Source: an optimization exercise on an open RTL-to-GDS flow (aim: small area). Production flows keep margins and buffers that such runs may drop. Only simulation tests tie the RTL to the original design; equivalence was not proved. Power and IR drop assume default switching activity.

**design.v**
```verilog
`timescale 1 ns / 1 ps
module rms_peak_core (
    input  wire        clk,
    input  wire        rst_n,
    input  wire        en,
    input  wire        bypass,
    input  wire        a15,
    input  wire [7:0]  bone,
    input  wire [7:0]  btwo,
    input  wire [7:0]  bneg,
    input  wire [15:0] din,
    output reg  [14:0] dout
);
    wire        sgn = din[15];
    wire [14:0] mag = (din[14:0] ^ {15{sgn}}) + {14'b0, sgn & (|din[14:0])};
    reg  [14:0] abs_val;
    reg  [30:0] env_acc;
    reg  [14:0] abs_val_d1;
    wire [14:0] env_hi = env_acc[30:16];
    wire s1 = abs_val[0] ^ ~env_acc[16] ^ 1'b1;
    wire c2 = (abs_val[0] & ~env_acc[16]) | (1'b1 & (abs_val[0] ^ ~env_acc[16]));
    wire s3 = abs_val[1] ^ ~env_acc[17] ^ c2;
    wire c4 = (abs_val[1] & ~env_acc[17]) | (c2 & (abs_val[1] ^ ~env_acc[17]));
    wire s5 = abs_val[2] ^ ~env_acc[18] ^ c4;
    wire c6 = (abs_val[2] & ~env_acc[18]) | (c4 & (abs_val[2] ^ ~env_acc[18]));
    wire s7 = abs_val[3] ^ ~env_acc[19] ^ c6;
    wire c8 = (abs_val[3] & ~env_acc[19]) | (c6 & (abs_val[3] ^ ~env_acc[19]));
    wire s9 = abs_val[4] ^ ~env_acc[20] ^ c8;
    wire c10 = (abs_val[4] & ~env_acc[20]) | (c8 & (abs_val[4] ^ ~env_acc[20]));
    wire s11 = abs_val[5] ^ ~env_acc[21] ^ c10;
    wire c12 = (abs_val[5] & ~env_acc[21]) | (c10 & (abs_val[5] ^ ~env_acc[21]));
    wire s13 = abs_val[6] ^ ~env_acc[22] ^ 1'b0;
    wire c14 = (abs_val[6] & ~env_acc[22]) | (1'b0 & (abs_val[6] ^ ~env_acc[22]));
    wire s15 = abs_val[7] ^ ~env_acc[23] ^ c14;
    wire c16 = (abs_val[7] & ~env_acc[23]) | (c14 & (abs_val[7] ^ ~env_acc[23]));
    wire s17 = abs_val[8] ^ ~env_acc[24] ^ c16;
    wire c18 = (abs_val[8] & ~env_acc[24]) | (c16 & (abs_val[8] ^ ~env_acc[24]));
    wire s19 = abs_val[9] ^ ~env_acc[25] ^ c18;
    wire c20 = (abs_val[9] & ~env_acc[25]) | (c18 & (abs_val[9] ^ ~env_acc[25]));
    wire s21 = abs_val[10] ^ ~env_acc[26] ^ c20;
    wire c22 = (abs_val[10] & ~env_acc[26]) | (c20 & (abs_val[10] ^ ~env_acc[26]));
    wire ci23 = s13 ^ c12;
    wire ci24 = s15 ^ (c12 & s13);
    wire pp_25 = s13 & s15;
    wire ci26 = s17 ^ (c12 & pp_25);
    wire pp_27 = pp_25 & s17;
    wire ci28 = s19 ^ (c12 & pp_27);
    wire pp_29 = pp_27 & s19;
    wire ci30 = s21 ^ (c12 & pp_29);
    wire pp_31 = pp_29 & s21;
    wire cb32 = c22 | (c12 & pp_31);
    wire s33 = abs_val[11] ^ ~env_acc[27] ^ 1'b0;
    wire c34 = (abs_val[11] & ~env_acc[27]) | (1'b0 & (abs_val[11] ^ ~env_acc[27]));
    wire s35 = abs_val[12] ^ ~env_acc[28] ^ c34;
    wire c36 = (abs_val[12] & ~env_acc[28]) | (c34 & (abs_val[12] ^ ~env_acc[28]));
    wire s37 = abs_val[13] ^ ~env_acc[29] ^ c36;
    wire c38 = (abs_val[13] & ~env_acc[29]) | (c36 & (abs_val[13] ^ ~env_acc[29]));
    wire s39 = abs_val[14] ^ ~env_acc[30] ^ c38;
    wire c40 = (abs_val[14] & ~env_acc[30]) | (c38 & (abs_val[14] ^ ~env_acc[30]));
    wire ci41 = s33 ^ cb32;
    wire ci42 = s35 ^ (cb32 & s33);
    wire pp_43 = s33 & s35;
    wire ci44 = s37 ^ (cb32 & pp_43);
    wire pp_45 = pp_43 & s37;
    wire ci46 = s39 ^ (cb32 & pp_45);
    wire pp_47 = pp_45 & s39;
    wire cb48 = c40 | (cb32 & pp_47);
    wire n49 = ~cb48;
    wire [15:0] diff = {n49, ci46, ci44, ci42, ci41, ci30, ci28, ci26, ci24, ci23, s11, s9, s7, s5, s3, s1};
    wire pp50 = ((bone[0] & diff[0]) | (btwo[0] & 1'b0)) ^ bneg[0];
    wire pp51 = ((bone[0] & diff[1]) | (btwo[0] & diff[0])) ^ bneg[0];
    wire pp52 = ((bone[0] & diff[2]) | (btwo[0] & diff[1])) ^ bneg[0];
    wire pp53 = ((bone[0] & diff[3]) | (btwo[0] & diff[2])) ^ bneg[0];
    wire pp54 = ((bone[0] & diff[4]) | (btwo[0] & diff[3])) ^ bneg[0];
    wire pp55 = ((bone[0] & diff[5]) | (btwo[0] & diff[4])) ^ bneg[0];
    wire pp56 = ((bone[0] & diff[6]) | (btwo[0] & diff[5])) ^ bneg[0];
    wire pp57 = ((bone[0] & diff[7]) | (btwo[0] & diff[6])) ^ bneg[0];
    wire pp58 = ((bone[0] & diff[8]) | (btwo[0] & diff[7])) ^ bneg[0];
    wire pp59 = ((bone[0] & diff[9]) | (btwo[0] & diff[8])) ^ bneg[0];
    wire pp60 = ((bone[0] & diff[10]) | (btwo[0] & diff[9])) ^ bneg[0];
    wire pp61 = ((bone[0] & diff[11]) | (btwo[0] & diff[10])) ^ bneg[0];
    wire pp62 = ((bone[0] & diff[12]) | (btwo[0] & diff[11])) ^ bneg[0];
    wire pp63 = ((bone[0] & diff[13]) | (btwo[0] & diff[12])) ^ bneg[0];
    wire pp64 = ((bone[0] & diff[14]) | (btwo[0] & diff[13])) ^ bneg[0];
    wire pp65 = ((bone[0] & diff[15]) | (btwo[0] & diff[14])) ^ bneg[0];
    wire pp66 = ((bone[0] & diff[15]) | (btwo[0] & diff[15])) ^ bneg[0];
    wire ns67 = ~pp66;
    wire pp68 = ((bone[1] & diff[0]) | (btwo[1] & 1'b0)) ^ bneg[1];
    wire pp69 = ((bone[1] & diff[1]) | (btwo[1] & diff[0])) ^ bneg[1];
    wire pp70 = ((bone[1] & diff[2]) | (btwo[1] & diff[1])) ^ bneg[1];
    wire pp71 = ((bone[1] & diff[3]) | (btwo[1] & diff[2])) ^ bneg[1];
    wire pp72 = ((bone[1] & diff[4]) | (btwo[1] & diff[3])) ^ bneg[1];
    wire pp73 = ((bone[1] & diff[5]) | (btwo[1] & diff[4])) ^ bneg[1];
    wire pp74 = ((bone[1] & diff[6]) | (btwo[1] & diff[5])) ^ bneg[1];
    wire pp75 = ((bone[1] & diff[7]) | (btwo[1] & diff[6])) ^ bneg[1];
    wire pp76 = ((bone[1] & diff[8]) | (btwo[1] & diff[7])) ^ bneg[1];
    wire pp77 = ((bone[1] & diff[9]) | (btwo[1] & diff[8])) ^ bneg[1];
    wire pp78 = ((bone[1] & diff[10]) | (btwo[1] & diff[9])) ^ bneg[1];
    wire pp79 = ((bone[1] & diff[11]) | (btwo[1] & diff[10])) ^ bneg[1];
    wire pp80 = ((bone[1] & diff[12]) | (btwo[1] & diff[11])) ^ bneg[1];
    wire pp81 = ((bone[1] & diff[13]) | (btwo[1] & diff[12])) ^ bneg[1];
    wire pp82 = ((bone[1] & diff[14]) | (btwo[1] & diff[13])) ^ bneg[1];
    wire pp83 = ((bone[1] & diff[15]) | (btwo[1] & diff[14])) ^ bneg[1];
    wire pp84 = ((bone[1] & diff[15]) | (btwo[1] & diff[15])) ^ bneg[1];
    wire ns85 = ~pp84;
    wire pp86 = ((bone[2] & diff[0]) | (btwo[2] & 1'b0)) ^ bneg[2];
    wire pp87 = ((bone[2] & diff[1]) | (btwo[2] & diff[0])) ^ bneg[2];
    wire pp88 = ((bone[2] & diff[2]) | (btwo[2] & diff[1])) ^ bneg[2];
    wire pp89 = ((bone[2] & diff[3]) | (btwo[2] & diff[2])) ^ bneg[2];
    wire pp90 = ((bone[2] & diff[4]) | (btwo[2] & diff[3])) ^ bneg[2];
    wire pp91 = ((bone[2] & diff[5]) | (btwo[2] & diff[4])) ^ bneg[2];
    wire pp92 = ((bone[2] & diff[6]) | (btwo[2] & diff[5])) ^ bneg[2];
    wire pp93 = ((bone[2] & diff[7]) | (btwo[2] & diff[6])) ^ bneg[2];
    wire pp94 = ((bone[2] & diff[8]) | (btwo[2] & diff[7])) ^ bneg[2];
    wire pp95 = ((bone[2] & diff[9]) | (btwo[2] & diff[8])) ^ bneg[2];
    wire pp96 = ((bone[2] & diff[10]) | (btwo[2] & diff[9])) ^ bneg[2];
    wire pp97 = ((bone[2] & diff[11]) | (btwo[2] & diff[10])) ^ bneg[2];
    wire pp98 = ((bone[2] & diff[12]) | (btwo[2] & diff[11])) ^ bneg[2];
    wire pp99 = ((bone[2] & diff[13]) | (btwo[2] & diff[12])) ^ bneg[2];
    wire pp100 = ((bone[2] & diff[14]) | (btwo[2] & diff[13])) ^ bneg[2];
    wire pp101 = ((bone[2] & diff[15]) | (btwo[2] & diff[14])) ^ bneg[2];
    wire pp102 = ((bone[2] & diff[15]) | (btwo[2] & diff[15])) ^ bneg[2];
    wire ns103 = ~pp102;
    wire pp104 = ((bone[3] & diff[0]) | (btwo[3] & 1'b0)) ^ bneg[3];
    wire pp105 = ((bone[3] & diff[1]) | (btwo[3] & diff[0])) ^ bneg[3];
    wire pp106 = ((bone[3] & diff[2]) | (btwo[3] & diff[1])) ^ bneg[3];
    wire pp107 = ((bone[3] & diff[3]) | (btwo[3] & diff[2])) ^ bneg[3];
    wire pp108 = ((bone[3] & diff[4]) | (btwo[3] & diff[3])) ^ bneg[3];
    wire pp109 = ((bone[3] & diff[5]) | (btwo[3] & diff[4])) ^ bneg[3];
    wire pp110 = ((bone[3] & diff[6]) | (btwo[3] & diff[5])) ^ bneg[3];
    wire pp111 = ((bone[3] & diff[7]) | (btwo[3] & diff[6])) ^ bneg[3];
    wire pp112 = ((bone[3] & diff[8]) | (btwo[3] & diff[7])) ^ bneg[3];
    wire pp113 = ((bone[3] & diff[9]) | (btwo[3] & diff[8])) ^ bneg[3];
    wire pp114 = ((bone[3] & diff[10]) | (btwo[3] & diff[9])) ^ bneg[3];
    wire pp115 = ((bone[3] & diff[11]) | (btwo[3] & diff[10])) ^ bneg[3];
    wire pp116 = ((bone[3] & diff[12]) | (btwo[3] & diff[11])) ^ bneg[3];
    wire pp117 = ((bone[3] & diff[13]) | (btwo[3] & diff[12])) ^ bneg[3];
    wire pp118 = ((bone[3] & diff[14]) | (btwo[3] & diff[13])) ^ bneg[3];
    wire pp119 = ((bone[3] & diff[15]) | (btwo[3] & diff[14])) ^ bneg[3];
    wire pp120 = ((bone[3] & diff[15]) | (btwo[3] & diff[15])) ^ bneg[3];
    wire ns121 = ~pp120;
    wire pp122 = ((bone[4] & diff[0]) | (btwo[4] & 1'b0)) ^ bneg[4];
    wire pp123 = ((bone[4] & diff[1]) | (btwo[4] & diff[0])) ^ bneg[4];
    wire pp124 = ((bone[4] & diff[2]) | (btwo[4] & diff[1])) ^ bneg[4];
    wire pp125 = ((bone[4] & diff[3]) | (btwo[4] & diff[2])) ^ bneg[4];
    wire pp126 = ((bone[4] & diff[4]) | (btwo[4] & diff[3])) ^ bneg[4];
    wire pp127 = ((bone[4] & diff[5]) | (btwo[4] & diff[4])) ^ bneg[4];
    wire pp128 = ((bone[4] & diff[6]) | (btwo[4] & diff[5])) ^ bneg[4];
    wire pp129 = ((bone[4] & diff[7]) | (btwo[4] & diff[6])) ^ bneg[4];
    wire pp130 = ((bone[4] & diff[8]) | (btwo[4] & diff[7])) ^ bneg[4];
    wire pp131 = ((bone[4] & diff[9]) | (btwo[4] & diff[8])) ^ bneg[4];
    wire pp132 = ((bone[4] & diff[10]) | (btwo[4] & diff[9])) ^ bneg[4];
    wire pp133 = ((bone[4] & diff[11]) | (btwo[4] & diff[10])) ^ bneg[4];
    wire pp134 = ((bone[4] & diff[12]) | (btwo[4] & diff[11])) ^ bneg[4];
    wire pp135 = ((bone[4] & diff[13]) | (btwo[4] & diff[12])) ^ bneg[4];
    wire pp136 = ((bone[4] & diff[14]) | (btwo[4] & diff[13])) ^ bneg[4];
    wire pp137 = ((bone[4] & diff[15]) | (btwo[4] & diff[14])) ^ bneg[4];
    wire pp138 = ((bone[4] & diff[15]) | (btwo[4] & diff[15])) ^ bneg[4];
    wire ns139 = ~pp138;
    wire pp140 = ((bone[5] & diff[0]) | (btwo[5] & 1'b0)) ^ bneg[5];
    wire pp141 = ((bone[5] & diff[1]) | (btwo[5] & diff[0])) ^ bneg[5];
    wire pp142 = ((bone[5] & diff[2]) | (btwo[5] & diff[1])) ^ bneg[5];
    wire pp143 = ((bone[5] & diff[3]) | (btwo[5] & diff[2])) ^ bneg[5];
    wire pp144 = ((bone[5] & diff[4]) | (btwo[5] & diff[3])) ^ bneg[5];
    wire pp145 = ((bone[5] & diff[5]) | (btwo[5] & diff[4])) ^ bneg[5];
    wire pp146 = ((bone[5] & diff[6]) | (btwo[5] & diff[5])) ^ bneg[5];
    wire pp147 = ((bone[5] & diff[7]) | (btwo[5] & diff[6])) ^ bneg[5];
    wire pp148 = ((bone[5] & diff[8]) | (btwo[5] & diff[7])) ^ bneg[5];
    wire pp149 = ((bone[5] & diff[9]) | (btwo[5] & diff[8])) ^ bneg[5];
    wire pp150 = ((bone[5] & diff[10]) | (btwo[5] & diff[9])) ^ bneg[5];
    wire pp151 = ((bone[5] & diff[11]) | (btwo[5] & diff[10])) ^ bneg[5];
    wire pp152 = ((bone[5] & diff[12]) | (btwo[5] & diff[11])) ^ bneg[5];
    wire pp153 = ((bone[5] & diff[13]) | (btwo[5] & diff[12])) ^ bneg[5];
    wire pp154 = ((bone[5] & diff[14]) | (btwo[5] & diff[13])) ^ bneg[5];
    wire pp155 = ((bone[5] & diff[15]) | (btwo[5] & diff[14])) ^ bneg[5];
    wire pp156 = ((bone[5] & diff[15]) | (btwo[5] & diff[15])) ^ bneg[5];
    wire ns157 = ~pp156;
    wire pp158 = ((bone[6] & diff[0]) | (btwo[6] & 1'b0)) ^ bneg[6];
    wire pp159 = ((bone[6] & diff[1]) | (btwo[6] & diff[0])) ^ bneg[6];
    wire pp160 = ((bone[6] & diff[2]) | (btwo[6] & diff[1])) ^ bneg[6];
    wire pp161 = ((bone[6] & diff[3]) | (btwo[6] & diff[2])) ^ bneg[6];
    wire pp162 = ((bone[6] & diff[4]) | (btwo[6] & diff[3])) ^ bneg[6];
    wire pp163 = ((bone[6] & diff[5]) | (btwo[6] & diff[4])) ^ bneg[6];
    wire pp164 = ((bone[6] & diff[6]) | (btwo[6] & diff[5])) ^ bneg[6];
    wire pp165 = ((bone[6] & diff[7]) | (btwo[6] & diff[6])) ^ bneg[6];
    wire pp166 = ((bone[6] & diff[8]) | (btwo[6] & diff[7])) ^ bneg[6];
    wire pp167 = ((bone[6] & diff[9]) | (btwo[6] & diff[8])) ^ bneg[6];
    wire pp168 = ((bone[6] & diff[10]) | (btwo[6] & diff[9])) ^ bneg[6];
    wire pp169 = ((bone[6] & diff[11]) | (btwo[6] & diff[10])) ^ bneg[6];
    wire pp170 = ((bone[6] & diff[12]) | (btwo[6] & diff[11])) ^ bneg[6];
    wire pp171 = ((bone[6] & diff[13]) | (btwo[6] & diff[12])) ^ bneg[6];
    wire pp172 = ((bone[6] & diff[14]) | (btwo[6] & diff[13])) ^ bneg[6];
    wire pp173 = ((bone[6] & diff[15]) | (btwo[6] & diff[14])) ^ bneg[6];
    wire pp174 = ((bone[6] & diff[15]) | (btwo[6] & diff[15])) ^ bneg[6];
    wire ns175 = ~pp174;
    wire pp176 = ((bone[7] & diff[0]) | (btwo[7] & 1'b0)) ^ bneg[7];
    wire pp177 = ((bone[7] & diff[1]) | (btwo[7] & diff[0])) ^ bneg[7];
    wire pp178 = ((bone[7] & diff[2]) | (btwo[7] & diff[1])) ^ bneg[7];
    wire pp179 = ((bone[7] & diff[3]) | (btwo[7] & diff[2])) ^ bneg[7];
    wire pp180 = ((bone[7] & diff[4]) | (btwo[7] & diff[3])) ^ bneg[7];
    wire pp181 = ((bone[7] & diff[5]) | (btwo[7] & diff[4])) ^ bneg[7];
    wire pp182 = ((bone[7] & diff[6]) | (btwo[7] & diff[5])) ^ bneg[7];
    wire pp183 = ((bone[7] & diff[7]) | (btwo[7] & diff[6])) ^ bneg[7];
    wire pp184 = ((bone[7] & diff[8]) | (btwo[7] & diff[7])) ^ bneg[7];
    wire pp185 = ((bone[7] & diff[9]) | (btwo[7] & diff[8])) ^ bneg[7];
    wire pp186 = ((bone[7] & diff[10]) | (btwo[7] & diff[9])) ^ bneg[7];
    wire pp187 = ((bone[7] & diff[11]) | (btwo[7] & diff[10])) ^ bneg[7];
    wire pp188 = ((bone[7] & diff[12]) | (btwo[7] & diff[11])) ^ bneg[7];
    wire pp189 = ((bone[7] & diff[13]) | (btwo[7] & diff[12])) ^ bneg[7];
    wire pp190 = ((bone[7] & diff[14]) | (btwo[7] & diff[13])) ^ bneg[7];
    wire pp191 = ((bone[7] & diff[15]) | (btwo[7] & diff[14])) ^ bneg[7];
    wire pp192 = ((bone[7] & diff[15]) | (btwo[7] & diff[15])) ^ bneg[7];
    wire ns193 = ~pp192;
    wire pp194 = diff[0] & a15;
    wire pp195 = diff[1] & a15;
    wire pp196 = diff[2] & a15;
    wire pp197 = diff[3] & a15;
    wire pp198 = diff[4] & a15;
    wire pp199 = diff[5] & a15;
    wire pp200 = diff[6] & a15;
    wire pp201 = diff[7] & a15;
    wire pp202 = diff[8] & a15;
    wire pp203 = diff[9] & a15;
    wire pp204 = diff[10] & a15;
    wire pp205 = diff[11] & a15;
    wire pp206 = diff[12] & a15;
    wire pp207 = diff[13] & a15;
    wire pp208 = diff[14] & a15;
    wire s209 = pp64 ^ pp80;
    wire c210 = pp64 & pp80;
    wire s211 = pp65 ^ pp81;
    wire c212 = pp65 & pp81;
    wire s213 = ns67 ^ pp82 ^ pp98;
    wire c214 = (ns67 & pp82) | (pp98 & (ns67 ^ pp82));
    wire s215 = pp114 ^ pp130;
    wire c216 = pp114 & pp130;
    wire s217 = pp83 ^ pp99 ^ pp115;
    wire c218 = (pp83 & pp99) | (pp115 & (pp83 ^ pp99));
    wire s219 = pp131 ^ pp147;
    wire c220 = pp131 & pp147;
    wire s221 = ns85 ^ pp100 ^ pp116;
    wire c222 = (ns85 & pp100) | (pp116 & (ns85 ^ pp100));
    wire s223 = pp101 ^ pp117;
    wire c224 = pp101 & pp117;
    wire s225 = pp58 ^ pp74;
    wire c226 = pp58 & pp74;
    wire s227 = pp59 ^ pp75;
    wire c228 = pp59 & pp75;
    wire s229 = pp60 ^ pp76 ^ pp92;
    wire c230 = (pp60 & pp76) | (pp92 & (pp60 ^ pp76));
    wire s231 = pp108 ^ pp124;
    wire c232 = pp108 & pp124;
    wire s233 = pp61 ^ pp77 ^ pp93;
    wire c234 = (pp61 & pp77) | (pp93 & (pp61 ^ pp77));
    wire s235 = pp109 ^ pp125;
    wire c236 = pp109 & pp125;
    wire s237 = pp62 ^ pp78 ^ pp94;
    wire c238 = (pp62 & pp78) | (pp94 & (pp62 ^ pp78));
    wire s239 = pp110 ^ pp126 ^ pp142;
    wire c240 = (pp110 & pp126) | (pp142 & (pp110 ^ pp126));
    wire s241 = pp158 ^ bneg[6];
    wire c242 = pp158 & bneg[6];
    wire s243 = pp63 ^ pp79 ^ pp95;
    wire c244 = (pp63 & pp79) | (pp95 & (pp63 ^ pp79));
    wire s245 = pp111 ^ pp127 ^ pp143;
    wire c246 = (pp111 & pp127) | (pp143 & (pp111 ^ pp127));
    wire s247 = pp159 ^ env_acc[13];
    wire c248 = pp159 & env_acc[13];
    wire s249 = s209 ^ pp96 ^ pp112;
    wire c250 = (s209 & pp96) | (pp112 & (s209 ^ pp96));
    wire s251 = pp128 ^ pp144 ^ pp160;
    wire c252 = (pp128 & pp144) | (pp160 & (pp128 ^ pp144));
    wire s253 = pp176 ^ bneg[7] ^ env_acc[14];
    wire c254 = (pp176 & bneg[7]) | (env_acc[14] & (pp176 ^ bneg[7]));
    wire s255 = c210 ^ s211 ^ pp97;
    wire c256 = (c210 & s211) | (pp97 & (c210 ^ s211));
    wire s257 = pp113 ^ pp129 ^ pp145;
    wire c258 = (pp113 & pp129) | (pp145 & (pp113 ^ pp129));
    wire s259 = pp161 ^ pp177 ^ env_acc[15];
    wire c260 = (pp161 & pp177) | (env_acc[15] & (pp161 ^ pp177));
    wire s261 = c212 ^ s213 ^ s215;
    wire c262 = (c212 & s213) | (s215 & (c212 ^ s213));
    wire s263 = pp146 ^ pp162 ^ pp178;
    wire c264 = (pp146 & pp162) | (pp178 & (pp146 ^ pp162));
    wire s265 = pp194 ^ 1'b1 ^ env_acc[16];
    wire c266 = (pp194 & 1'b1) | (env_acc[16] & (pp194 ^ 1'b1));
    wire s267 = c214 ^ c216 ^ s217;
    wire c268 = (c214 & c216) | (s217 & (c214 ^ c216));
    wire s269 = s219 ^ pp163 ^ pp179;
    wire c270 = (s219 & pp163) | (pp179 & (s219 ^ pp163));
    wire s271 = pp195 ^ 1'b1 ^ env_acc[17];
    wire c272 = (pp195 & 1'b1) | (env_acc[17] & (pp195 ^ 1'b1));
    wire s273 = c218 ^ c220 ^ s221;
    wire c274 = (c218 & c220) | (s221 & (c218 ^ c220));
    wire s275 = pp132 ^ pp148 ^ pp164;
    wire c276 = (pp132 & pp148) | (pp164 & (pp132 ^ pp148));
    wire s277 = pp180 ^ pp196 ^ env_acc[18];
    wire c278 = (pp180 & pp196) | (env_acc[18] & (pp180 ^ pp196));
    wire s279 = c222 ^ s223 ^ pp133;
    wire c280 = (c222 & s223) | (pp133 & (c222 ^ s223));
    wire s281 = pp149 ^ pp165 ^ pp181;
    wire c282 = (pp149 & pp165) | (pp181 & (pp149 ^ pp165));
    wire s283 = pp197 ^ 1'b1 ^ env_acc[19];
    wire c284 = (pp197 & 1'b1) | (env_acc[19] & (pp197 ^ 1'b1));
    wire s285 = c224 ^ ns103 ^ pp118;
    wire c286 = (c224 & ns103) | (pp118 & (c224 ^ ns103));
    wire s287 = pp134 ^ pp150 ^ pp166;
    wire c288 = (pp134 & pp150) | (pp166 & (pp134 ^ pp150));
    wire s289 = pp182 ^ pp198 ^ env_acc[20];
    wire c290 = (pp182 & pp198) | (env_acc[20] & (pp182 ^ pp198));
    wire s291 = pp119 ^ pp135 ^ pp151;
    wire c292 = (pp119 & pp135) | (pp151 & (pp119 ^ pp135));
    wire s293 = pp167 ^ pp183 ^ pp199;
    wire c294 = (pp167 & pp183) | (pp199 & (pp167 ^ pp183));
    wire s295 = 1'b1 ^ env_acc[21];
    wire c296 = 1'b1 & env_acc[21];
    wire s297 = ns121 ^ pp136 ^ pp152;
    wire c298 = (ns121 & pp136) | (pp152 & (ns121 ^ pp136));
    wire s299 = pp168 ^ pp184 ^ pp200;
    wire c300 = (pp168 & pp184) | (pp200 & (pp168 ^ pp184));
    wire s301 = pp137 ^ pp153 ^ pp169;
    wire c302 = (pp137 & pp153) | (pp169 & (pp137 ^ pp153));
    wire s303 = pp185 ^ pp201;
    wire c304 = pp185 & pp201;
    wire s305 = ns139 ^ pp154 ^ pp170;
    wire c306 = (ns139 & pp154) | (pp170 & (ns139 ^ pp154));
    wire s307 = pp155 ^ pp171;
    wire c308 = pp155 & pp171;
    wire s309 = pp54 ^ pp70;
    wire c310 = pp54 & pp70;
    wire s311 = pp55 ^ pp71;
    wire c312 = pp55 & pp71;
    wire s313 = pp56 ^ pp72 ^ pp88;
    wire c314 = (pp56 & pp72) | (pp88 & (pp56 ^ pp72));
    wire s315 = pp104 ^ bneg[3];
    wire c316 = pp104 & bneg[3];
    wire s317 = pp57 ^ pp73 ^ pp89;
    wire c318 = (pp57 & pp73) | (pp89 & (pp57 ^ pp73));
    wire s319 = pp105 ^ env_acc[7];
    wire c320 = pp105 & env_acc[7];
    wire s321 = s225 ^ pp90 ^ pp106;
    wire c322 = (s225 & pp90) | (pp106 & (s225 ^ pp90));
    wire s323 = pp122 ^ bneg[4] ^ env_acc[8];
    wire c324 = (pp122 & bneg[4]) | (env_acc[8] & (pp122 ^ bneg[4]));
    wire s325 = c226 ^ s227 ^ pp91;
    wire c326 = (c226 & s227) | (pp91 & (c226 ^ s227));
    wire s327 = pp107 ^ pp123 ^ env_acc[9];
    wire c328 = (pp107 & pp123) | (env_acc[9] & (pp107 ^ pp123));
    wire s329 = c228 ^ s229 ^ s231;
    wire c330 = (c228 & s229) | (s231 & (c228 ^ s229));
    wire s331 = pp140 ^ bneg[5] ^ env_acc[10];
    wire c332 = (pp140 & bneg[5]) | (env_acc[10] & (pp140 ^ bneg[5]));
    wire s333 = c230 ^ c232 ^ s233;
    wire c334 = (c230 & c232) | (s233 & (c230 ^ c232));
    wire s335 = s235 ^ pp141 ^ env_acc[11];
    wire c336 = (s235 & pp141) | (env_acc[11] & (s235 ^ pp141));
    wire s337 = c234 ^ c236 ^ s237;
    wire c338 = (c234 & c236) | (s237 & (c234 ^ c236));
    wire s339 = s239 ^ s241 ^ env_acc[12];
    wire c340 = (s239 & s241) | (env_acc[12] & (s239 ^ s241));
    wire s341 = c238 ^ c240 ^ c242;
    wire c342 = (c238 & c240) | (c242 & (c238 ^ c240));
    wire s343 = s243 ^ s245 ^ s247;
    wire c344 = (s243 & s245) | (s247 & (s243 ^ s245));
    wire s345 = c244 ^ c246 ^ c248;
    wire c346 = (c244 & c246) | (c248 & (c244 ^ c246));
    wire s347 = s249 ^ s251 ^ s253;
    wire c348 = (s249 & s251) | (s253 & (s249 ^ s251));
    wire s349 = c250 ^ c252 ^ c254;
    wire c350 = (c250 & c252) | (c254 & (c250 ^ c252));
    wire s351 = s255 ^ s257 ^ s259;
    wire c352 = (s255 & s257) | (s259 & (s255 ^ s257));
    wire s353 = c256 ^ c258 ^ c260;
    wire c354 = (c256 & c258) | (c260 & (c256 ^ c258));
    wire s355 = s261 ^ s263 ^ s265;
    wire c356 = (s261 & s263) | (s265 & (s261 ^ s263));
    wire s357 = c262 ^ c264 ^ c266;
    wire c358 = (c262 & c264) | (c266 & (c262 ^ c264));
    wire s359 = s267 ^ s269 ^ s271;
    wire c360 = (s267 & s269) | (s271 & (s267 ^ s269));
    wire s361 = c268 ^ c270 ^ c272;
    wire c362 = (c268 & c270) | (c272 & (c268 ^ c270));
    wire s363 = s273 ^ s275 ^ s277;
    wire c364 = (s273 & s275) | (s277 & (s273 ^ s275));
    wire s365 = c274 ^ c276 ^ c278;
    wire c366 = (c274 & c276) | (c278 & (c274 ^ c276));
    wire s367 = s279 ^ s281 ^ s283;
    wire c368 = (s279 & s281) | (s283 & (s279 ^ s281));
    wire s369 = c280 ^ c282 ^ c284;
    wire c370 = (c280 & c282) | (c284 & (c280 ^ c282));
    wire s371 = s285 ^ s287 ^ s289;
    wire c372 = (s285 & s287) | (s289 & (s285 ^ s287));
    wire s373 = c286 ^ c288 ^ c290;
    wire c374 = (c286 & c288) | (c290 & (c286 ^ c288));
    wire s375 = s291 ^ s293 ^ s295;
    wire c376 = (s291 & s293) | (s295 & (s291 ^ s293));
    wire s377 = c292 ^ c294 ^ c296;
    wire c378 = (c292 & c294) | (c296 & (c292 ^ c294));
    wire s379 = s297 ^ s299 ^ env_acc[22];
    wire c380 = (s297 & s299) | (env_acc[22] & (s297 ^ s299));
    wire s381 = c298 ^ c300 ^ s301;
    wire c382 = (c298 & c300) | (s301 & (c298 ^ c300));
    wire s383 = s303 ^ 1'b1 ^ env_acc[23];
    wire c384 = (s303 & 1'b1) | (env_acc[23] & (s303 ^ 1'b1));
    wire s385 = c302 ^ c304 ^ s305;
    wire c386 = (c302 & c304) | (s305 & (c302 ^ c304));
    wire s387 = pp186 ^ pp202 ^ env_acc[24];
    wire c388 = (pp186 & pp202) | (env_acc[24] & (pp186 ^ pp202));
    wire s389 = c306 ^ s307 ^ pp187;
    wire c390 = (c306 & s307) | (pp187 & (c306 ^ s307));
    wire s391 = pp203 ^ 1'b1 ^ env_acc[25];
    wire c392 = (pp203 & 1'b1) | (env_acc[25] & (pp203 ^ 1'b1));
    wire s393 = c308 ^ ns157 ^ pp172;
    wire c394 = (c308 & ns157) | (pp172 & (c308 ^ ns157));
    wire s395 = pp188 ^ pp204 ^ env_acc[26];
    wire c396 = (pp188 & pp204) | (env_acc[26] & (pp188 ^ pp204));
    wire s397 = pp173 ^ pp189 ^ pp205;
    wire c398 = (pp173 & pp189) | (pp205 & (pp173 ^ pp189));
    wire s399 = 1'b1 ^ env_acc[27];
    wire c400 = 1'b1 & env_acc[27];
    wire s401 = ns175 ^ pp190 ^ pp206;
    wire c402 = (ns175 & pp190) | (pp206 & (ns175 ^ pp190));
    wire s403 = pp191 ^ pp207;
    wire c404 = pp191 & pp207;
    wire s405 = pp52 ^ pp68;
    wire c406 = pp52 & pp68;
    wire s407 = pp53 ^ pp69;
    wire c408 = pp53 & pp69;
    wire s409 = s309 ^ pp86 ^ bneg[2];
    wire c410 = (s309 & pp86) | (bneg[2] & (s309 ^ pp86));
    wire s411 = c310 ^ s311 ^ pp87;
    wire c412 = (c310 & s311) | (pp87 & (c310 ^ s311));
    wire s413 = c312 ^ s313 ^ s315;
    wire c414 = (c312 & s313) | (s315 & (c312 ^ s313));
    wire s415 = c314 ^ c316 ^ s317;
    wire c416 = (c314 & c316) | (s317 & (c314 ^ c316));
    wire s417 = c318 ^ c320 ^ s321;
    wire c418 = (c318 & c320) | (s321 & (c318 ^ c320));
    wire s419 = c322 ^ c324 ^ s325;
    wire c420 = (c322 & c324) | (s325 & (c322 ^ c324));
    wire s421 = c326 ^ c328 ^ s329;
    wire c422 = (c326 & c328) | (s329 & (c326 ^ c328));
    wire s423 = c330 ^ c332 ^ s333;
    wire c424 = (c330 & c332) | (s333 & (c330 ^ c332));
    wire s425 = c334 ^ c336 ^ s337;
    wire c426 = (c334 & c336) | (s337 & (c334 ^ c336));
    wire s427 = c338 ^ c340 ^ s341;
    wire c428 = (c338 & c340) | (s341 & (c338 ^ c340));
    wire s429 = c342 ^ c344 ^ s345;
    wire c430 = (c342 & c344) | (s345 & (c342 ^ c344));
    wire s431 = c346 ^ c348 ^ s349;
    wire c432 = (c346 & c348) | (s349 & (c346 ^ c348));
    wire s433 = c350 ^ c352 ^ s353;
    wire c434 = (c350 & c352) | (s353 & (c350 ^ c352));
    wire s435 = c354 ^ c356 ^ s357;
    wire c436 = (c354 & c356) | (s357 & (c354 ^ c356));
    wire s437 = c358 ^ c360 ^ s361;
    wire c438 = (c358 & c360) | (s361 & (c358 ^ c360));
    wire s439 = c362 ^ c364 ^ s365;
    wire c440 = (c362 & c364) | (s365 & (c362 ^ c364));
    wire s441 = c366 ^ c368 ^ s369;
    wire c442 = (c366 & c368) | (s369 & (c366 ^ c368));
    wire s443 = c370 ^ c372 ^ s373;
    wire c444 = (c370 & c372) | (s373 & (c370 ^ c372));
    wire s445 = c374 ^ c376 ^ s377;
    wire c446 = (c374 & c376) | (s377 & (c374 ^ c376));
    wire s447 = c378 ^ c380 ^ s381;
    wire c448 = (c378 & c380) | (s381 & (c378 ^ c380));
    wire s449 = c382 ^ c384 ^ s385;
    wire c450 = (c382 & c384) | (s385 & (c382 ^ c384));
    wire s451 = c386 ^ c388 ^ s389;
    wire c452 = (c386 & c388) | (s389 & (c386 ^ c388));
    wire s453 = c390 ^ c392 ^ s393;
    wire c454 = (c390 & c392) | (s393 & (c390 ^ c392));
    wire s455 = c394 ^ c396 ^ s397;
    wire c456 = (c394 & c396) | (s397 & (c394 ^ c396));
    wire s457 = c398 ^ c400 ^ s401;
    wire c458 = (c398 & c400) | (s401 & (c398 ^ c400));
    wire s459 = c402 ^ s403 ^ 1'b1;
    wire c460 = (c402 & s403) | (1'b1 & (c402 ^ s403));
    wire s461 = c404 ^ ns193 ^ pp208;
    wire c462 = (c404 & ns193) | (pp208 & (c404 ^ ns193));
    wire s463 = pp50 ^ bneg[0];
    wire c464 = pp50 & bneg[0];
    wire s465 = pp51 ^ env_acc[1];
    wire c466 = pp51 & env_acc[1];
    wire s467 = s405 ^ bneg[1] ^ env_acc[2];
    wire c468 = (s405 & bneg[1]) | (env_acc[2] & (s405 ^ bneg[1]));
    wire s469 = c406 ^ s407 ^ env_acc[3];
    wire c470 = (c406 & s407) | (env_acc[3] & (c406 ^ s407));
    wire s471 = c408 ^ s409 ^ env_acc[4];
    wire c472 = (c408 & s409) | (env_acc[4] & (c408 ^ s409));
    wire s473 = c410 ^ s411 ^ env_acc[5];
    wire c474 = (c410 & s411) | (env_acc[5] & (c410 ^ s411));
    wire s475 = c412 ^ s413 ^ env_acc[6];
    wire c476 = (c412 & s413) | (env_acc[6] & (c412 ^ s413));
    wire s477 = c414 ^ s415 ^ s319;
    wire c478 = (c414 & s415) | (s319 & (c414 ^ s415));
    wire s479 = c416 ^ s417 ^ s323;
    wire c480 = (c416 & s417) | (s323 & (c416 ^ s417));
    wire s481 = c418 ^ s419 ^ s327;
    wire c482 = (c418 & s419) | (s327 & (c418 ^ s419));
    wire s483 = c420 ^ s421 ^ s331;
    wire c484 = (c420 & s421) | (s331 & (c420 ^ s421));
    wire s485 = c422 ^ s423 ^ s335;
    wire c486 = (c422 & s423) | (s335 & (c422 ^ s423));
    wire s487 = c424 ^ s425 ^ s339;
    wire c488 = (c424 & s425) | (s339 & (c424 ^ s425));
    wire s489 = c426 ^ s427 ^ s343;
    wire c490 = (c426 & s427) | (s343 & (c426 ^ s427));
    wire s491 = c428 ^ s429 ^ s347;
    wire c492 = (c428 & s429) | (s347 & (c428 ^ s429));
    wire s493 = c430 ^ s431 ^ s351;
    wire c494 = (c430 & s431) | (s351 & (c430 ^ s431));
    wire s495 = c432 ^ s433 ^ s355;
    wire c496 = (c432 & s433) | (s355 & (c432 ^ s433));
    wire s497 = c434 ^ s435 ^ s359;
    wire c498 = (c434 & s435) | (s359 & (c434 ^ s435));
    wire s499 = c436 ^ s437 ^ s363;
    wire c500 = (c436 & s437) | (s363 & (c436 ^ s437));
    wire s501 = c438 ^ s439 ^ s367;
    wire c502 = (c438 & s439) | (s367 & (c438 ^ s439));
    wire s503 = c440 ^ s441 ^ s371;
    wire c504 = (c440 & s441) | (s371 & (c440 ^ s441));
    wire s505 = c442 ^ s443 ^ s375;
    wire c506 = (c442 & s443) | (s375 & (c442 ^ s443));
    wire s507 = c444 ^ s445 ^ s379;
    wire c508 = (c444 & s445) | (s379 & (c444 ^ s445));
    wire s509 = c446 ^ s447 ^ s383;
    wire c510 = (c446 & s447) | (s383 & (c446 ^ s447));
    wire s511 = c448 ^ s449 ^ s387;
    wire c512 = (c448 & s449) | (s387 & (c448 ^ s449));
    wire s513 = c450 ^ s451 ^ s391;
    wire c514 = (c450 & s451) | (s391 & (c450 ^ s451));
    wire s515 = c452 ^ s453 ^ s395;
    wire c516 = (c452 & s453) | (s395 & (c452 ^ s453));
    wire s517 = c454 ^ s455 ^ s399;
    wire c518 = (c454 & s455) | (s399 & (c454 ^ s455));
    wire s519 = c456 ^ s457 ^ env_acc[28];
    wire c520 = (c456 & s457) | (env_acc[28] & (c456 ^ s457));
    wire s521 = c458 ^ s459 ^ env_acc[29];
    wire c522 = (c458 & s459) | (env_acc[29] & (c458 ^ s459));
    wire s523 = c460 ^ s461 ^ env_acc[30];
    wire c524 = (c460 & s461) | (env_acc[30] & (c460 ^ s461));
    wire s525 = s463 ^ env_acc[0] ^ 1'b0;
    wire c526 = (s463 & env_acc[0]) | (1'b0 & (s463 ^ env_acc[0]));
    wire s527 = c464 ^ s465 ^ c526;
    wire c528 = (c464 & s465) | (c526 & (c464 ^ s465));
    wire s529 = c466 ^ s467 ^ c528;
    wire c530 = (c466 & s467) | (c528 & (c466 ^ s467));
    wire s531 = c468 ^ s469 ^ c530;
    wire c532 = (c468 & s469) | (c530 & (c468 ^ s469));
    wire s533 = c470 ^ s471 ^ c532;
    wire c534 = (c470 & s471) | (c532 & (c470 ^ s471));
    wire s535 = c472 ^ s473 ^ c534;
    wire c536 = (c472 & s473) | (c534 & (c472 ^ s473));
    wire s537 = c474 ^ s475 ^ c536;
    wire c538 = (c474 & s475) | (c536 & (c474 ^ s475));
    wire s539 = c476 ^ s477 ^ c538;
    wire c540 = (c476 & s477) | (c538 & (c476 ^ s477));
    wire s541 = c478 ^ s479 ^ c540;
    wire c542 = (c478 & s479) | (c540 & (c478 ^ s479));
    wire s543 = c480 ^ s481 ^ c542;
    wire c544 = (c480 & s481) | (c542 & (c480 ^ s481));
    wire s545 = c482 ^ s483 ^ c544;
    wire c546 = (c482 & s483) | (c544 & (c482 ^ s483));
    wire s547 = c484 ^ s485 ^ c546;
    wire c548 = (c484 & s485) | (c546 & (c484 ^ s485));
    wire s549 = c486 ^ s487 ^ c548;
    wire c550 = (c486 & s487) | (c548 & (c486 ^ s487));
    wire s551 = c488 ^ s489 ^ c550;
    wire c552 = (c488 & s489) | (c550 & (c488 ^ s489));
    wire s553 = c490 ^ s491 ^ 1'b0;
    wire c554 = (c490 & s491) | (1'b0 & (c490 ^ s491));
    wire s555 = c492 ^ s493 ^ c554;
    wire c556 = (c492 & s493) | (c554 & (c492 ^ s493));
    wire s557 = c494 ^ s495 ^ c556;
    wire c558 = (c494 & s495) | (c556 & (c494 ^ s495));
    wire s559 = c496 ^ s497 ^ c558;
    wire c560 = (c496 & s497) | (c558 & (c496 ^ s497));
    wire s561 = c498 ^ s499 ^ c560;
    wire c562 = (c498 & s499) | (c560 & (c498 ^ s499));
    wire s563 = c500 ^ s501 ^ c562;
    wire c564 = (c500 & s501) | (c562 & (c500 ^ s501));
    wire ci565 = s553 ^ c552;
    wire ci566 = s555 ^ (c552 & s553);
    wire pp_567 = s553 & s555;
    wire ci568 = s557 ^ (c552 & pp_567);
    wire pp_569 = pp_567 & s557;
    wire ci570 = s559 ^ (c552 & pp_569);
    wire pp_571 = pp_569 & s559;
    wire ci572 = s561 ^ (c552 & pp_571);
    wire pp_573 = pp_571 & s561;
    wire ci574 = s563 ^ (c552 & pp_573);
    wire pp_575 = pp_573 & s563;
    wire cb576 = c564 | (c552 & pp_575);
    wire s577 = c502 ^ s503 ^ 1'b0;
    wire c578 = (c502 & s503) | (1'b0 & (c502 ^ s503));
    wire s579 = c504 ^ s505 ^ c578;
    wire c580 = (c504 & s505) | (c578 & (c504 ^ s505));
    wire s581 = c506 ^ s507 ^ c580;
    wire c582 = (c506 & s507) | (c580 & (c506 ^ s507));
    wire s583 = c508 ^ s509 ^ c582;
    wire c584 = (c508 & s509) | (c582 & (c508 ^ s509));
    wire s585 = c510 ^ s511 ^ c584;
    wire c586 = (c510 & s511) | (c584 & (c510 ^ s511));
    wire s587 = c512 ^ s513 ^ c586;
    wire c588 = (c512 & s513) | (c586 & (c512 ^ s513));
    wire ci589 = s577 ^ cb576;
    wire ci590 = s579 ^ (cb576 & s577);
    wire pp_591 = s577 & s579;
    wire ci592 = s581 ^ (cb576 & pp_591);
    wire pp_593 = pp_591 & s581;
    wire ci594 = s583 ^ (cb576 & pp_593);
    wire pp_595 = pp_593 & s583;
    wire ci596 = s585 ^ (cb576 & pp_595);
    wire pp_597 = pp_595 & s585;
    wire ci598 = s587 ^ (cb576 & pp_597);
    wire pp_599 = pp_597 & s587;
    wire cb600 = c588 | (cb576 & pp_599);
    wire s601 = c514 ^ s515 ^ 1'b0;
    wire c602 = (c514 & s515) | (1'b0 & (c514 ^ s515));
    wire s603 = c516 ^ s517 ^ c602;
    wire c604 = (c516 & s517) | (c602 & (c516 ^ s517));
    wire s605 = c518 ^ s519 ^ c604;
    wire c606 = (c518 & s519) | (c604 & (c518 ^ s519));
    wire s607 = c520 ^ s521 ^ c606;
    wire c608 = (c520 & s521) | (c606 & (c520 ^ s521));
    wire s609 = c522 ^ s523 ^ c608;
    wire c610 = (c522 & s523) | (c608 & (c522 ^ s523));
    wire ci611 = s601 ^ cb600;
    wire ci612 = s603 ^ (cb600 & s601);
    wire pp_613 = s601 & s603;
    wire ci614 = s605 ^ (cb600 & pp_613);
    wire pp_615 = pp_613 & s605;
    wire ci616 = s607 ^ (cb600 & pp_615);
    wire pp_617 = pp_615 & s607;
    wire ci618 = s609 ^ (cb600 & pp_617);
    wire pp_619 = pp_617 & s609;
    wire cb620 = c610 | (cb600 & pp_619);
    wire [30:0] nxt = {ci618, ci616, ci614, ci612, ci611, ci598, ci596, ci594, ci592, ci590, ci589, ci574, ci572, ci570, ci568, ci566, ci565, s551, s549, s547, s545, s543, s541, s539, s537, s535, s533, s531, s529, s527, s525};
    always @(posedge clk) begin
        if (!rst_n)
            env_acc <= 31'd0;
        else if (1'b1)
            env_acc <= nxt;
    end
    always @(posedge clk) begin
        if (!rst_n) begin
            abs_val    <= 15'd0;
            abs_val_d1 <= 15'd0;
            dout       <= 15'd0;
        end else if (en) begin
            abs_val    <= mag;
            abs_val_d1 <= abs_val;
            dout       <= bypass ? abs_val_d1 : env_hi;
        end
    end
endmodule
`timescale 1 ns / 1 ps
module rms_peak_axis #(
    parameter integer C_S_AXI_DATA_WIDTH = 32,
    parameter integer C_S_AXI_ADDR_WIDTH = 4,
    parameter integer AUDIO_WIDTH        = 16,
    parameter integer ALPHA_WIDTH        = 16,
    parameter integer CORE_LATENCY       = 3
)(
    input  wire aclk,
    input  wire aresetn,
    input  wire [31:0] s_axis_tdata,
    input  wire        s_axis_tlast,
    input  wire        s_axis_tvalid,
    output wire        s_axis_tready,
    output wire [31:0] m_axis_tdata,
    output wire        m_axis_tlast,
    output wire        m_axis_tvalid,
    input  wire        m_axis_tready,
    input  wire [C_S_AXI_ADDR_WIDTH-1:0] s_axi_awaddr,
    input  wire                          s_axi_awvalid,
    output wire                          s_axi_awready,
    input  wire [C_S_AXI_DATA_WIDTH-1:0] s_axi_wdata,
    input  wire [3:0]                    s_axi_wstrb,
    input  wire                          s_axi_wvalid,
    output wire                          s_axi_wready,
    output wire [1:0]                    s_axi_bresp,
    output wire                          s_axi_bvalid,
    input  wire                          s_axi_bready,
    input  wire [C_S_AXI_ADDR_WIDTH-1:0] s_axi_araddr,
    input  wire                          s_axi_arvalid,
    output wire                          s_axi_arready,
    output wire [C_S_AXI_DATA_WIDTH-1:0] s_axi_rdata,
    output wire [1:0]                    s_axi_rresp,
    output wire                          s_axi_rvalid,
    input  wire                          s_axi_rready
);
    reg [31:0] reg_ctrl;
    reg [31:0] reg_alpha;
    reg        axi_awready, axi_bvalid;
    reg        axi_arready, axi_rvalid;
    reg [31:0] axi_rdata;
    assign s_axi_awready = axi_awready;
    assign s_axi_wready  = axi_awready;
    assign s_axi_bvalid  = axi_bvalid;
    assign s_axi_bresp   = 2'b00;
    assign s_axi_arready = axi_arready;
    assign s_axi_rvalid  = axi_rvalid;
    assign s_axi_rresp   = 2'b00;
    assign s_axi_rdata   = axi_rdata;
    always @(posedge aclk) begin
        if (!aresetn) begin
            axi_awready <= 1'b0;
            axi_bvalid  <= 1'b0;
            reg_ctrl    <= 32'h0000_0001;
            reg_alpha   <= 32'h0000_0800;
        end else begin
            axi_awready <= !axi_awready && s_axi_awvalid && s_axi_wvalid;
            if (axi_awready && s_axi_awaddr[3:2] == 2'h0) reg_ctrl  <= s_axi_wdata;
            if (axi_awready && s_axi_awaddr[3:2] == 2'h1) reg_alpha <= s_axi_wdata;
            if (axi_awready)
                axi_bvalid <= 1'b1;
            else if (s_axi_bready)
                axi_bvalid <= 1'b0;
        end
    end
    always @(posedge aclk) begin
        if (!aresetn) begin
            axi_arready <= 1'b0;
            axi_rvalid  <= 1'b0;
            axi_rdata   <= 32'b0;
        end else begin
            axi_arready <= !axi_arready && s_axi_arvalid;
            if (axi_arready && !axi_rvalid) begin
                axi_rvalid <= 1'b1;
                case (s_axi_araddr[3:2])
                    2'h0:    axi_rdata <= reg_ctrl;
                    2'h1:    axi_rdata <= reg_alpha;
                    default: axi_rdata <= 32'b0;
                endcase
            end else if (s_axi_rready) begin
                axi_rvalid <= 1'b0;
            end
        end
    end
    wire global_en = reg_ctrl[0];
    wire core_ce   = s_axis_tvalid && m_axis_tready && global_en;
    reg [2:0] valid_pipe;
    reg [2:0] last_pipe;
    wire [14:0] out_l, out_r;
    wire [16:0] a_ext = {reg_alpha[15:0], 1'b0};
    wire [7:0]  bone, btwo, bneg;
    genvar k;
    generate
        for (k = 0; k < 8; k = k + 1) begin : g_booth
            wire x2 = (2*k+2 <= 16) ? a_ext[2*k+2] : 1'b0;
            wire x1 = a_ext[2*k+1];
            wire x0 = a_ext[2*k];
            assign bone[k] = (x1 ^ x0) & core_ce;
            assign btwo[k] = ((x2 & ~x1 & ~x0) | (~x2 & x1 & x0)) & core_ce;
            assign bneg[k] = x2 & ~(x1 & x0) & core_ce;
        end
    endgenerate
    wire a15 = reg_alpha[15] & core_ce;
    rms_peak_core u_rms_l (
        .clk(aclk), .rst_n(aresetn), .en(core_ce), .bypass(reg_ctrl[1]),
        .bone(bone), .btwo(btwo), .bneg(bneg), .a15(a15),
        .din(s_axis_tdata[15:0]), .dout(out_l)
    );
    rms_peak_core u_rms_r (
        .clk(aclk), .rst_n(aresetn), .en(core_ce), .bypass(reg_ctrl[1]),
        .bone(bone), .btwo(btwo), .bneg(bneg), .a15(a15),
        .din(s_axis_tdata[31:16]), .dout(out_r)
    );
    always @(posedge aclk) begin
        if (!aresetn) begin
            valid_pipe <= 3'b0;
            last_pipe  <= 3'b0;
        end else if (m_axis_tready) begin
            valid_pipe <= {valid_pipe[1:0], s_axis_tvalid && global_en};
            last_pipe  <= {last_pipe[1:0], s_axis_tlast};
        end
    end
    assign s_axis_tready = m_axis_tready;
    assign m_axis_tdata  = {1'b0, out_r, 1'b0, out_l};
    assign m_axis_tvalid = valid_pipe[2];
    assign m_axis_tlast  = last_pipe[2];
endmodule
```
**run.sh**
```bash
#!/bin/bash
# synth_recipe.tcl (not shown) runs the flow's synth.tcl, then flattens the netlist and writes it again
# the make line also repeats each setting of config.mk as NAME=value (left out here)
make -C /OpenROAD-flow-scripts/flow DESIGN_CONFIG=/design/flow/config.mk WORK_HOME=/design/flow/orfs CLKGATE_MAP_FILE= SYNTH_SCRIPT=/design/flow/synth_recipe.tcl finish
```
**config.mk**
```make
export PLATFORM = sky130hd
export DESIGN_NAME = rms_peak_axis
export DESIGN_NICKNAME = rms_peak_axis
export VERILOG_FILES = /design/flow/design.v
export SDC_FILE = /design/flow/constraint.sdc
export NUM_CORES = 4
export LEC_CHECK = 0
export ABC_AREA = 1
export CAP_MARGIN = 20
export CORE_MARGIN = 2
export CORE_UTILIZATION = 60
export CTS_BUF_LIST = sky130_fd_sc_hd__clkbuf_4
export SLEW_MARGIN = 20
```
**constraint.sdc**
```tcl
create_clock -name core_clock -period 12.0 [get_ports {aclk}]
set_input_delay 2.4000 -clock core_clock [delete_from_list [all_inputs] [get_ports {aclk}]]
set_output_delay 2.4000 -clock core_clock [all_outputs]
set_load 0.01 [all_outputs]
```
==> key figures, run 1 <==
Setup path
  – Buf/Inv on CP: 6
  – CP max stage cell: clkdlybuf4s50_1
  – Req. time, crit path: between 10 and 15 ns
  – Reg-to-Reg Start: u_rms_r.env_acc[16]$_SDFF_PN0_
  – WS Path Type: input port to flip-flop
  – R2r worst-path depth: 34
  – Worst EP arrival: between 10 and 15 ns
  – CP Max Fanout: 20
  – Crit path largest cell delay: about 0.82 ns
  – Most frequent CP cell: fa_1
  – Crit path from: m_axis_tready
  – CP Launch Type: input port
  – CP delay by family, top: adder cells
  – CP endpoint kind: flip-flop
  – Levels on crit path: 34

Pwr
  – Psw: around 0.0032 W
  – Sw frac: 50.77%
  – Power per cell area: approximately 230 nW/um^2
  – Peak VDD IR: 195.2 uV
  – Seq pwr share: between 10% and 20%
  – Cell Int Power: 0.003054 W
  – Combinational Power Share: between 60% and 70%
  – Leakage: between 10 and 15 nW
  – Final Power: roughly 0.0062 W
  – Clk pwr share: 13.5%

Die
  – # IOs: about 160
  – Initial Utilization: 60.57%
  – Core box area: approximately 41000 um^2
  – Die H: roughly 210 um
  – Die width: a little over 200 um
  – Cell row count: 74
  – Area of the die: between 40000 and 50000 um^2

Drt
  – Initial DRC count: between 1500 and 2000
  – TritonRoute pass-1 iters: 6
  – WL/cell: ~18 um
  – Via count: between 20000 and 25000
  – Remaining DRCs: 0
  – Final ANT Viol Nets: 0
  – Post-Route WL: 64550 um
  – Vias per Instance: between 5 and 6

Hold path
  – WHS Path Cells: 2
  – HP Start: reg_alpha[23]$_SDFFE_PN0P_
  – Hold WC Path Type: flip-flop to flip-flop

Timing
  – Worst clock skew: roughly 0.071 ns
  – Slew headroom: 27.86%
  – Tcrit/Tclk final: between 80% and 90%
  – Minimum clock period: 10.54 ns
  – Fmax: about 95 MHz
  – Worst Tran Pin Value: 1.079 ns
  – Hold Slack: between 0.4 and 0.5 ns
  – Hold Vio Cnt, Final: 0
  – Setup violators final: 0
  – Final Max Tran Viols: 0
  – Final setup TNS: 0 ns
  – RSZ-0062 raised after global routing: false

Cells and area
  – Fin util: 67.03%
  – Most frequent cells in the layout: 572 x inv_1, 320 x fa_1, 297 x nand2_1, 275 x xor2_1, 270 x o22ai_1
  – Finished Layout Cells: 3615
  – Synth-to-Final Area Change: 10.67%
  – # fillers: roughly 3500
  – Commonest non-fill, non-tap cell in the layout: inv_1
  – Layout cell share with drive strength beyond 1: around 6.2%
  – Final nets: around 3500

Clock tree
  – Clk root buf: clkbuf_4
  – Max Root-Sink Buffers: 3
  – Postcts setup bufs: 0
  – CTS tree: yes
  – Clock transition at path regs: 0.07 ns
  – Worst-Skew Late Latency: about 0.83 ns
  – H-tree lvl count: 3
  – Clk sinks: about 260
  – Num CTS Buffers: 73
  – CTS Hold Bufs: 0
  – Post-cts resize count: 0

Global route
  – GRT Residual Overflow: 0
  – Largest net degree at the start of global routing: approximately 100
  – Vias in the first global route: 20590
  – Global Route Usage Sum: about a third
  – First-pass GRT wire length: between 100000 and 150000 um
  – Initial antenna violation count: 4

Synth
  – Sequential fraction of the synthesis area: 20.98%
  – Yosys warnings: 2
  – Mapped Area: 24620 um^2
  – Post-synth cell types: 43
  – Cells after Synth: ~3000
  – Avg Inst Size Synth: between 8 and 9 um^2
  – Seq cells post-synth: 258

Run
  – MaxCap Viol Count: 0

Status
  – Status: finished clean

Place
  – Dpl hpwl: approximately 47000 um
  – Dpl cells: around 3500
  – Gpl congestion: 0.9079
  – IO Port Bufs: between 100 and 150
==> metal layers <==
layer,vias up,share of wire (%),global-route usage (%)
li1,9596,-,-
met1,10000,43,41.94
met2,717,46,50.13
met3,174,6.5,5.840
met4,4,4.3,13.67
met5,-,0.034,0
==> final timing paths <==
| path | end | slack (ns) |
|---|---|---|
| setup / recovery | u_rms_r.env_acc[27]$_SDFF_PN0_ | 1.46 |
| setup reg to reg | u_rms_r.env_acc[27]$_SDFF_PN0_ | 1.87 |
| hold / removal | reg_alpha[23]$_SDFFE_PN0P_ | 0.45 |
| hold reg to reg | reg_alpha[23]$_SDFFE_PN0P_ | 0.45 |
==> area by class of cell <==
cell class              instances  area [um^2]  area share [%]
multi-input cells            1919        16430           60.30
flip-flops and latches        258         5165           18.96
inverters                     585         2197           8.064
repair buffers                192         1847           6.778
clock buffers                  99        743.2           2.728
well taps                     532        665.6           2.443
clock inverters                28        193.9          0.7118
diodes                          2        5.005         0.01837
==> sequential cells by signal, summed over array words and instances (netlist names) <==
name,count
u_rms_l.env_acc,31
last_pipe,3
valid_pipe,3
u_rms_r.abs_val,15
u_rms_r.env_acc,31
axi_arready,1
axi_bvalid,1
u_rms_r.dout,15
u_rms_l.abs_val,15
reg_alpha,32
axi_rvalid,1
axi_rdata,32
u_rms_r.abs_val_d1,15
u_rms_l.dout,15
u_rms_l.abs_val_d1,15
axi_awready,1
reg_ctrl,32
==> worst reg2reg max path, delay by kind of cell (launching register included) <==
| family | cells | cell delay (ns) |
|---|---|---|
| adder cells (fa/ha/maj) | 19 | 7.48 |
| buffers and inverters | 6 | 0.81 |
| AND/OR/NAND/NOR | 6 | 0.70 |
| flip-flops | 1 | 0.45 |
| XOR/XNOR | 2 | 0.34 |
| AO/OA/AOI/OAI | 1 | 0.20 |
==> stage by stage <==
stage                     cell area (um^2)  setup WS (ns)
final                                27240          1.455
after global routing                 27240          1.032
after CTS                            27180          1.566
after detailed placement             26240         0.6980
after global placement               26240         0.7881
after floorplan                      24640          2.415
==> cells by family after synthesis <==
kind of cell	synth area share, %
compound gates	16.00
xor+xnor	11.34
fa+ha+maj	30.54
buf+inv	12.44
flops	20.98
mux	0.2440
other cells	0.01523
simple gates	8.437
==> synth_stat cells, drive strengths merged <==
cell,count,area (um^2)
a21oi,162,810.8
a31o,2,17.52
a31oi,33,206.5
a41oi,2,17.52
buf,74,400.4
clkbuf,124,465.5
clkinv,6,23.77
conb,1,3.750
dfxtp,258,5165
fa,320,6406
ha,89,1114
inv,579,2173
mux2i,6,60.06
nand2,301,1135
nand3,45,237.7
nand3b,2,15.01
nand4,12,75.07
nor2,88,335.3
nor3,19,153.9
nor3b,2,25.02
nor4,9,56.30
o211ai,5,37.54
o21a,2,15.01
o21ai,203,1016
o21bai,15,112.6
o221ai,1,8.760
o22ai,270,1689
o31ai,1,7.510
or2,7,43.79
xnor2,40,350.3
xor2,277,2441
==> power groups by stage <==
stage / combinational [W] / clock, W / sequential, W
finish: 0.00429 / 0.000837 / 0.00107
global route: 0.00495 / 0.000912 / 0.00108
CTS: 0.00429 / 0.000867 / 0.00107
detailed placement: 0.00424 / 0 / 0.00109
global placement: 0.00415 / 0 / 0.00109
floorplan: 0.00325 / 0 / 0.00106
==> run 2, diff against run 1 <==
--- a/config.mk
+++ b/config.mk
@@ -9,5 +9,4 @@
 export CAP_MARGIN = 20
 export CORE_MARGIN = 2
-export CORE_UTILIZATION = 60
-export CTS_BUF_LIST = sky130_fd_sc_hd__clkbuf_4
+export CORE_UTILIZATION = 40
 export SLEW_MARGIN = 20
==> run 2 against run 1 <==
Still clean on timing, DRC and antenna; wire length grew 5.1%; sequential power about the same; synthesized area unchanged; die area rose by 49%; clock-buffer cell count fell by 58; combinational power is 0.9% higher; design area grew 1.5%; critical path depth grew 1; clock skew fell by 0.056 ns; critical endpoint is now u_rms_l.env_acc[27]$_SDFF_PN0_.
==> key figures, run 2 <==
Setup path
  – Req. time, crit path: around 12 ns
  – Worst EP arrival: around 11 ns
  – CP endpoint kind: flip-flop
  – CP Launch Type: input port
  – CP max stage cell: clkdlybuf4s50_1
  – CP Max Fanout: 28
  – Most frequent CP cell: fa_1
  – Crit path largest cell delay: 0.72 ns
  – WS Path Type: input port to flip-flop

Cells and area
  – # fillers: around 6000
  – Commonest non-fill, non-tap cell in the layout: inv_1
  – Antenna Cells: 0
  – Final nets: approximately 3500
  – Top Registers: axi_rdata: 32 flops, reg_alpha: 32 flops, reg_ctrl: 32 flops
  – Most frequent cells in the layout: 573 x inv_1, 320 x fa_1, 297 x nand2_1, 275 x xor2_1, 270 x o22ai_1
  – Area of the multi-input gates: roughly 16000 um^2
  – Sequential Area: 5165 um^2
  – Synth-to-Final Area Change: 12.31%
  – Finished Layout Cells: ~3800
  – Layout cell share with drive strength beyond 1: 4.674%

Global route
  – Initial antenna violation count: 1
  – Vias in the first global route: approximately 21000
  – GRT Residual Overflow: 0
  – Global Route Usage Sum: around 21%
  – Largest net degree at the start of global routing: between 100 and 150
  – First-pass GRT wire length: about 110000 um

Die
  – # IOs: about 160
  – Die H: about 250 um
  – Die width: 252.1 um
  – Cell row count: 90
  – Initial Utilization: a little over 40%
  – Core box area: between 60000 and 70000 um^2
  – Area of the die: between 60000 and 70000 um^2

Drt
  – WL/cell: between 15 and 20 um
  – Post-Route WL: 67860 um
  – Via count: 20100
  – Initial DRC count: 1365
  – Final ANT Viol Nets: 0
  – TritonRoute pass-1 iters: 6
  – Remaining DRCs: 0
  – Vias per Instance: roughly 5.3

Pwr
  – Final Power: between 0.006 and 0.007 W
  – Peak VDD IR: between 150 and 200 uV
  – Leakage: about 12 nW
  – Power per cell area: between 200 and 250 nW/um^2

Timing
  – Final setup TNS: 0 ns
  – RSZ-0062 raised after global routing: false
  – Final Max Tran Viols: 0
  – Worst Tran Pin Value: around 1.2 ns
  – Hold Vio Cnt, Final: 0
  – Tcrit/Tclk final: between 80% and 90%
  – Slew headroom: between 10% and 20%
  – Minimum clock period: roughly 11 ns
  – Hold Slack: roughly 0.45 ns
  – Setup violators final: 0
  – Worst clock skew: 0.01499 ns
  – Fmax: about 93 MHz

Clock tree
  – CTS tree: yes
  – Clk sinks: between 200 and 300
  – Post-cts resize count: 0
  – Clock transition at path regs: roughly 0.060 ns
  – Num CTS Buffers: 31
  – Max Root-Sink Buffers: 3
  – H-tree lvl count: 1
  – Worst-Skew Late Latency: just under 0.6 ns
  – Clk root buf: clkbuf_16
  – Postcts setup bufs: 0
  – CTS Hold Bufs: 0

Synth
  – Top FF cell, synth: dfxtp_1
  – Avg Inst Size Synth: around 8.3 um^2
  – Yosys warnings: 2
  – Top cells by count, synth: 573 x inv_1, 320 x fa_1, 299 x nand2_1
  – Cell taking the most area after synthesis: fa_1
  – Largest cells by area after synthesis: fa_1 26%, dfxtp_1 21%, xor2_1 9.8%
  – Post-synth cell types: between 40 and 50
  – Seq cells post-synth: 258
  – Cells after Synth: between 2000 and 3000
  – Post-synth EDFFs: 0
  – Sequential fraction of the synthesis area: roughly a fifth
  – Top-count cell post-synth: inv_1
  – Top cell type's share of synthesized area: approximately a quarter
  – Mapped Area: approximately 25000 um^2
  – Ys async rst share: 0%

Hold path
  – Hold WC Path Type: flip-flop to flip-flop

Place
  – Dpl hpwl: ~50000 um
  – IO Port Bufs: about 150
  – Dpl cells: 3743
  – Gpl congestion: roughly 0.88

Run
  – MaxCap Viol Count: 0

Status
  – Status: finished clean
## run 2: cell counts after synthesis
No cell type changed its count.
## run 2: cell families (layout without fill, tap and decap cells)
family,Yosys count,in the layout,share of synthesized area [%]
simple gates,485,485,8.437
fa+ha+maj,409,409,30.54
buf+inv,783,840,12.44
compound gates,696,696,16.00
flops,258,258,20.98
other cells,1,6,0.01523
mux,6,6,0.2440
xor+xnor,317,317,11.34
## run 2: path summary, 6_finish.rpt
path,from,end,slack (ns),cells after the start
max reg2reg,u_rms_r.env_acc[16]$_SDFF_PN0_,u_rms_r.env_acc[27]$_SDFF_PN0_,1.78,34
min reg2reg,reg_ctrl[14]$_SDFFE_PN0P_,reg_ctrl[14]$_SDFFE_PN0P_,0.45,2
min,reg_ctrl[14]$_SDFFE_PN0P_,reg_ctrl[14]$_SDFFE_PN0P_,0.45,2
max,m_axis_tready,u_rms_l.env_acc[27]$_SDFF_PN0_,1.28,35
## run 2: where the power goes
part | internal (W) | total, W | switching, W
logic | 0.00165 | 0.00433 | 0.00267
registers | 0.000989 | 0.00107 | 0.0000819
clock network | 0.000549 | 0.000951 | 0.000402
total | 0.00319 | 0.00635 | 0.00316
## run 2: area by class of cell
class | instances | area share, %
timing repair buffer | 199 | 6.724
tap | 782 | 3.539
clock buffer | 41 | 3.122
multi-input combinational | 1919 | 59.43
clock inverter | 15 | 0.5566
sequential | 258 | 18.68
inverter | 585 | 7.946
## run 2: through the flow
step | setup WS [ns] | utilization [%] | instance area (um^2)
final | 1.278 | 45.64 | 27650
after global routing | 0.6765 | 45.64 | 27650
after CTS | 1.241 | 45.62 | 27640
after detailed placement | 0.6419 | 43.94 | 26620
after global placement | 0.7305 | 43.94 | 26620
after floorplan | 2.415 | - | 24640
## run 2: per-layer routing
layer | part of all wire, % | global-route usage, % | up-vias
met5 | 0 | 0 | -
met4 | 2.9 | 6.577 | 0
met3 | 7.5 | 4.343 | 114
met2 | 47 | 36.06 | 694
met1 | 42 | 27.88 | 9834
li1 | - | - | 9458
## run 2: critical path, delay by kind of cell
| kind | cells | cell delay [ns] |
|---|---|---|
| fa+ha+maj | 15 | 5.35 |
| simple gates | 11 | 1.66 |
| buf+inv | 6 | 1.22 |
| compound gates | 1 | 0.25 |
| xor+xnor | 2 | 0.25 |

-- separate check: timing with driven ports --
The flow's constraints put no driver on any port. The routed layouts listed below were extracted and timed again, unchanged, in two steps.
Step 1: set_driving_cell puts a clkbuf_16 on aclk and a buf_2 on each other input, an assumption about the parent block.
Step 2 times the ports against the registers' clock, not the clock port: input delays grow and output delays shrink by t, the midpoint of the rising clock arrivals with the driver on.
a / b / c = ideal ports / drivers / drivers and shift; a / b = the first two.
| run | t, ns | setup WS [ns] | worst setup path after step 2 |
|---|---|---|---|
| run 1 | 0.843 | 1.455 / 1.481 / 0.638 | input to register |
| run 2 | 0.647 | 1.278 / 1.315 / 0.668 | input to register |
After both steps setup and hold are still met in every run listed. The setup slack of run 1, which loses most, moves by +0.026 ns with the drivers and by -0.817 ns with both steps.
